This design comes from an exercise in tuning for small area and a short achievable clock period on the open sky130 flow, not from production work. In this exercise RTL edits were held to simulation tests only and were not proved equivalent to the original.

==> trial 91: inputs <==
==> flow/design.v (excerpt) <==
module FFT_TOB (
  input  wire signed [15:0] Input_re,
  input  wire signed [15:0] Input_Im,
  input  wire               cordic_Valid,
  input  wire               clk,
  input  wire               rst,
  output wire signed [15:0] Output_FFT_Re,
  output wire signed [15:0] Output_FFT_Im,
  output wire               Data_Valid
);
export LEC_CHECK = 0
export CAP_MARGIN = 20
export CORE_MARGIN = 2
export CORE_UTILIZATION = 40
export SLEW_MARGIN = 20
create_clock -name core_clock -period 27.0 [get_ports {clk}]
run.sh (not shown) runs the stock make flow with config.mk's settings and CLKGATE_MAP_FILE= SYNTH_SCRIPT=/design/flow/synth_recipe.tcl, a recipe that flattens the netlist after the stock synthesis.
==> inputs of trial 58, as changes to trial 91 <==
- SYNTH_HIERARCHICAL: unset -> 1
==> inputs of build 79, as changes to trial 91 <==
==> flow/flow/run.sh (new file) <==
#!/bin/bash
cp standard.sh standard_sh_copy.log
echo "export SETUP_SLACK_MARGIN = 13.3" >> config.mk
bash standard.sh > standard.log 2>&1
==> flow/standard.sh (new file) <==
#!/bin/bash
# synth_recipe.tcl (not shown) runs the flow's synth.tcl, then flattens the netlist and writes it again
# the make line also repeats each setting of config.mk as NAME=value (left out here)
make -C /OpenROAD-flow-scripts/flow DESIGN_CONFIG=/design/flow/config.mk WORK_HOME=/design/flow/orfs CLKGATE_MAP_FILE= SYNTH_SCRIPT=/design/flow/synth_recipe.tcl "${@:-finish}"
- SETUP_SLACK_MARGIN: unset -> 13.3
removed: flow/run.sh
==> summary.txt <==
The highest cell count belongs to trial 58, the lowest to trial 91. Against trial 91, the worst hold slack of trial 58 is higher by 0.017 ns. Against build 79, the non-clock buffer count of trial 91 is lower by 14. Wire length, lowest first: trial 58, trial 91, build 79. Via count, lowest first: trial 91, build 79, trial 58. Against trial 91, the core utilization of build 79 is higher by 0.23 points. Maximum frequency: trial 58 is lower than build 79 (6.1%). In synthesized area, build 79 and trial 91 do not differ. Sequential share of layout area, highest first: trial 91, build 79, trial 58.
==> figures <==
metric                                                                            trial 91                    trial 58                          build 79
Slew at the pin closest to its max-slew limit                                      1.11 ns                    0.959 ns                           1.11 ns
WL met1                                                                           47000 um                    46600 um                          47100 um
Total standard cell area after synthesis                                       0.0384 mm^2                 0.0413 mm^2                       0.0384 mm^2
Setup repair after global routing missed its margin                                     no                          no                               yes
Capture endpoint of the worst hold path                                    d2i[18]$_DFF_P_            d1r[118]$_DFF_P_                   d2i[18]$_DFF_P_
Reg-to-reg setup timing slack                                                     14.94 ns                    15.02 ns                          14.95 ns
Via count of the first global-routing pass                                           26100                       27200                             26100
Y dimension of the die                                                              314 um                      325 um                            314 um
Critical-path cell with the highest stage delay           sky130_fd_sc_hd__clkdlybuf4s50_1  sky130_fd_sc_hd__a2111oi_0  sky130_fd_sc_hd__clkdlybuf4s50_1
Buffers inserted by post-CTS timing repair                                               0                           0                                11
Full die area                                                                  0.0984 mm^2                  0.106 mm^2                       0.0984 mm^2
Global routing usage summed across all routing layers                                0.212                       0.196                             0.213
Wirelength per Cell                                                                20.1 um                     18.7 um                           20.1 um
Worst max-slew margin expressed relative to the limit                                0.261                       0.355                             0.258
Shortest clock period the worst path allows after layout                          14.62 ns                    14.56 ns                          13.67 ns
Outcome                                                            complete, no violations     complete, no violations           complete, no violations
Worst setup path startpoint                                                    Input_Im[1]                 Input_Im[1]                       Input_Im[7]
Fraction of standard cell area that is sequential                                    0.293                       0.275                             0.291
Routed via count divided by cell count                                                5.05                        4.94                              5.07
Post-Synth Simple-Gate Area                                                         0.0858                       0.100                            0.0858
Post-Syn Instances                                                                    3748                        3992                              3748
Layout Nets                                                                           4475                        4731                              4489

---

==> violet <==
Another version of the RTL of FFT_TOB (not shown whole).
clock: 27.0 ns
lec_check: 0
cap_margin: 20
core_margin: 2
core_utilization: 40
cts_buf_list: sky130_fd_sc_hd__clkbuf_8 sky130_fd_sc_hd__clkbuf_16
cts_cluster_diameter: 110
cts_cluster_size: 22
slew_margin: 20
buffer_ports_args: -buffer_cell sky130_fd_sc_hd__buf_4
setup_slack_margin: 13.9
standard.sh (not shown) runs the stock make flow with config.mk's settings and CLKGATE_MAP_FILE= SYNTH_SCRIPT=/design/flow/synth_recipe.tcl, a recipe that flattens the netlist after the stock synthesis.
==> flow/flow/run.sh <==
#!/bin/bash
cp standard.sh standard_sh_copy.log
echo "export BUFFER_PORTS_ARGS = -buffer_cell sky130_fd_sc_hd__buf_4" >> config.mk
echo "export SETUP_SLACK_MARGIN = 13.9" >> config.mk
bash standard.sh > standard.log 2>&1
==> xenon: changes against violet <==
==> flow/flow/run.sh (replaced) <==
#!/bin/bash
cp standard.sh standard_sh_copy.log
echo "export BUFFER_PORTS_ARGS = -buffer_cell sky130_fd_sc_hd__buf_2" >> config.mk
echo "export SETUP_SLACK_MARGIN = 13.9" >> config.mk
bash standard.sh > standard.log 2>&1
BUFFER_PORTS_ARGS = -buffer_cell sky130_fd_sc_hd__buf_2   (was -buffer_cell sky130_fd_sc_hd__buf_4)
CORE_UTILIZATION = 30   (was 40)
CTS_CLUSTER_DIAMETER = 120   (was 110)
CTS_CLUSTER_SIZE = 25   (was 22)
==> fjord: changes against violet <==
--- a/flow/design.v
+++ b/flow/design.v
@@ -456,24 +456,24 @@
   wire [15:0] w3i = p1 ? b3i : mi;
   wire c5 = p0 & ~p1;
   wire [15:0] s3r, s3i, a3r, a3i, o4r, o4i, e4r, e4i, sumr, sumi, a8r, a8i;
   rca u_a3r (.a(r3r), .b(zr), .ci(1'b0), .s(a3r));
   rca u_a3i (.a(r3i), .b(zi), .ci(1'b0), .s(a3i));
   wire [15:0] s3or = p1 ? a3r : r3r;
   wire [15:0] s3oi = p1 ? a3i : r3i;
-  rca u_e4r (.a(r4r), .b(c5 ? r3i : a3r),  .ci(1'b0), .s(e4r));
-  rca u_e4i (.a(r4i), .b(c5 ? ~r3r : a3i), .ci(c5),   .s(e4i));
+  rca u_e4r (.a(r4r), .b(c5 ? r3i : s3or),  .ci(1'b0), .s(e4r));
+  rca u_e4i (.a(r4i), .b(c5 ? ~r3r : s3oi), .ci(c5),   .s(e4i));
   assign o4r = p0 ? e4r : r4r;
   assign o4i = p0 ? e4i : r4i;
   out_add u_or (.acc(first ? 16'd0 : ar), .x(xr), .o(o4r), .last(last), .sum(sumr), .y(Output_FFT_Re));
   out_add u_oi (.acc(first ? 16'd0 : ai), .x(xi), .o(o4i), .last(last), .sum(sumi), .y(Output_FFT_Im));
-  wire [15:0] i4r = c5 ? r3i : a3r;
+  wire [15:0] i4r = c5 ? r3i : s3or;
   wire [15:0] b4r, b4i;
   rca u_b4r (.a(r4r), .b(~i4r), .ci(1'b1), .s(b4r));
-  rca u_b4i (.a(r4i), .b(c5 ? r3r : ~a3i), .ci(~c5), .s(b4i));
+  rca u_b4i (.a(r4i), .b(c5 ? r3r : ~s3oi), .ci(~c5), .s(b4i));
   rca u_a8r (.a(first ? 16'd0 : br), .b(xr ^ {16{p0}}), .ci(p0), .s(a8r));
   rca u_a8i (.a(first ? 16'd0 : bi), .b(xi ^ {16{p0}}), .ci(p0), .s(a8i));
   wire [15:0] w4r = last ? a8r : p0 ? b4r : s3or;
   wire [15:0] w4i = last ? a8i : p0 ? b4i : s3oi;
   always @(posedge clk) begin
     d1r <= {d1r[111:0], w1r};  d1i <= {d1i[111:0], w1i};
     d2r <= {d2r[47:0],  w2r};  d2i <= {d2i[47:0],  w2i};
==> flow/flow/run.sh (replaced) <==
#!/bin/bash
cp standard.sh standard_sh_copy.log
echo "export SETUP_SLACK_MARGIN = 13.3" >> config.mk
bash standard.sh > standard.log 2>&1
BUFFER_PORTS_ARGS = default   (was -buffer_cell sky130_fd_sc_hd__buf_4)
CTS_CLUSTER_DIAMETER = 130   (was 110)
CTS_CLUSTER_SIZE = 27   (was 22)
SETUP_SLACK_MARGIN = 13.3   (was 13.9)
==> summary.txt <==
item                                                xenon          violet           fjord
Multiplexer area fraction after synthesis           4.28%           4.28%           4.28%
Crit path arrival time                            7.78 ns         7.78 ns         8.26 ns
Run status                                 finished clean  finished clean  finished clean
Iter 0 DRT Violations                                1507            1622            1509
Net count, final                                     4242            4227            4248
Multi-input gate share of total cell area           54.3%           55.0%           54.9%
Register share of the cell area                     31.1%           31.5%           31.5%
Number of global-route vias before repair           24.2k           23.8k           23.9k
R2R Setup Slk                                    14.48 ns        14.55 ns        15.44 ns
# clk buffers                                          29              34              27
Critical path fanouts, max                              2               2               5

---

==> 03-21: inputs <==
RTL: one of the versions met above, not the one the previous note started from.
clock: 27.0 ns
lec_check: 0
cap_margin: 20
core_margin: 2
core_utilization: 40
slew_margin: 20
run.sh (not shown) runs the stock make flow with config.mk's settings and CLKGATE_MAP_FILE= SYNTH_SCRIPT=/design/flow/synth_recipe.tcl, a recipe that flattens the netlist after the stock synthesis.
Stock flow here: none of the scripts above is used.
==> 05-20 (differences from 03-21) <==
==> flow/flow/run.sh (new file) <==
#!/bin/bash
cp standard.sh standard_sh_copy.log
echo "export SETUP_SLACK_MARGIN = 13.3" >> config.mk
bash standard.sh > standard.log 2>&1
==> flow/standard.sh (new file) <==
#!/bin/bash
# synth_recipe.tcl (not shown) runs the flow's synth.tcl, then flattens the netlist and writes it again
# the make line also repeats each setting of config.mk as NAME=value (left out here)
make -C /OpenROAD-flow-scripts/flow DESIGN_CONFIG=/design/flow/config.mk WORK_HOME=/design/flow/orfs CLKGATE_MAP_FILE= SYNTH_SCRIPT=/design/flow/synth_recipe.tcl "${@:-finish}"
--- a/flow/config.mk
+++ b/flow/config.mk
@@ -8,4 +8,8 @@
 export CAP_MARGIN = 20
 export CORE_MARGIN = 2
-export CORE_UTILIZATION = 40
+export CORE_UTILIZATION = 65
+export CTS_BUF_LIST = sky130_fd_sc_hd__clkbuf_8 sky130_fd_sc_hd__clkbuf_16
+export CTS_CLUSTER_DIAMETER = 120
+export CTS_CLUSTER_SIZE = 25
 export SLEW_MARGIN = 20
+export SETUP_SLACK_MARGIN = 13.3
removed: flow/run.sh
==> comparison table <==
| metric | 05-20 | 03-21 |
|---|---|---|
| Layout clock area frac | 0.01968 | 0.05700 |
| Wire length on met3 | 6837 µm | 3896 µm |
| Setup ws final | 13.39 ns | 11.70 ns |
| Number of H-tree levels | 1 | 3 |
| Clk pin slew, worst setup/hold paths | 0.10 ns | 0.06 ns |
| Final instance count without filler cells | 4323 | 4815 |
| R2R setup slack | 15.03 ns | 14.73 ns |
| Status | no timing/DRC/antenna violations | no timing/DRC/antenna violations |
| Total routing usage reported by global routing | 0.3266 | 0.1984 |
| Worst setup path class | in2out | reg2out |
| Taps Inserted | 756 | 1186 |
| Iteration-0 DRC count of the detailed router | 1735 | 1524 |
| Max Clock Freq | 73.46 MHz | 65.37 MHz |
| Detailed-route via count | 24550 | 23810 |
| Storage cell area | 12560 µm² | 12550 µm² |

[static timing again, ports no longer ideal]
The results above use ideal ports. As a check the final layouts listed here were re-extracted and re-timed, cells and wires unchanged. Step 1: set_driving_cell puts a clkbuf_16 on clk and a buf_2 on each other input, an assumption about the parent block. Step 2 moves the port delays by t, midway between the first and last clock arrival at a register: inputs arrive t later, outputs are due t later. That takes back most of the time a late clock gives input paths. Three values: ideal ports, drivers, drivers and shift; two values: the first two.
| run | shift t [ns] | slack for setup (ns) | clock arrival spread, ns | worst register clock-pin slew, ns | cell pins on the clock port's net |
|---|---|---|---|---|---|
| trial 91 | 0.674 | 12.382 / 12.339 / 12.339 | 0.057 / 0.057 | 0.07 / 0.07 | 1 |
| trial 58 | 0.674 | 12.444 / 12.419 / 12.419 | 0.028 / 0.028 | 0.07 / 0.07 | 1 |
| build 79 | 0.673 | 13.329 / 13.308 / 13.304 | 0.059 / 0.058 | 0.07 / 0.07 | 1 |
| violet | 0.629 | 13.816 / 13.753 / 13.574 | 0.038 / 0.038 | 0.10 / 0.10 | 1 |
| xenon | 0.691 | 13.819 / 13.754 / 13.526 | 0.028 / 0.029 | 0.11 / 0.11 | 1 |
| fjord | 0.673 | 13.344 / 13.306 / 13.318 | 0.033 / 0.033 | 0.12 / 0.12 | 1 |
| 03-21 | 0.657 | 11.704 / 11.639 / 12.296 | 0.028 / 0.028 | 0.07 / 0.07 | 1 |
| 05-20 | 0.684 | 13.387 / 13.358 / 13.328 | 0.037 / 0.038 | 0.11 / 0.11 | 1 |
After both steps setup and hold are still met in every run listed. The setup slack of xenon, which loses most, moves by -0.065 ns with the drivers and by -0.293 ns with both steps.
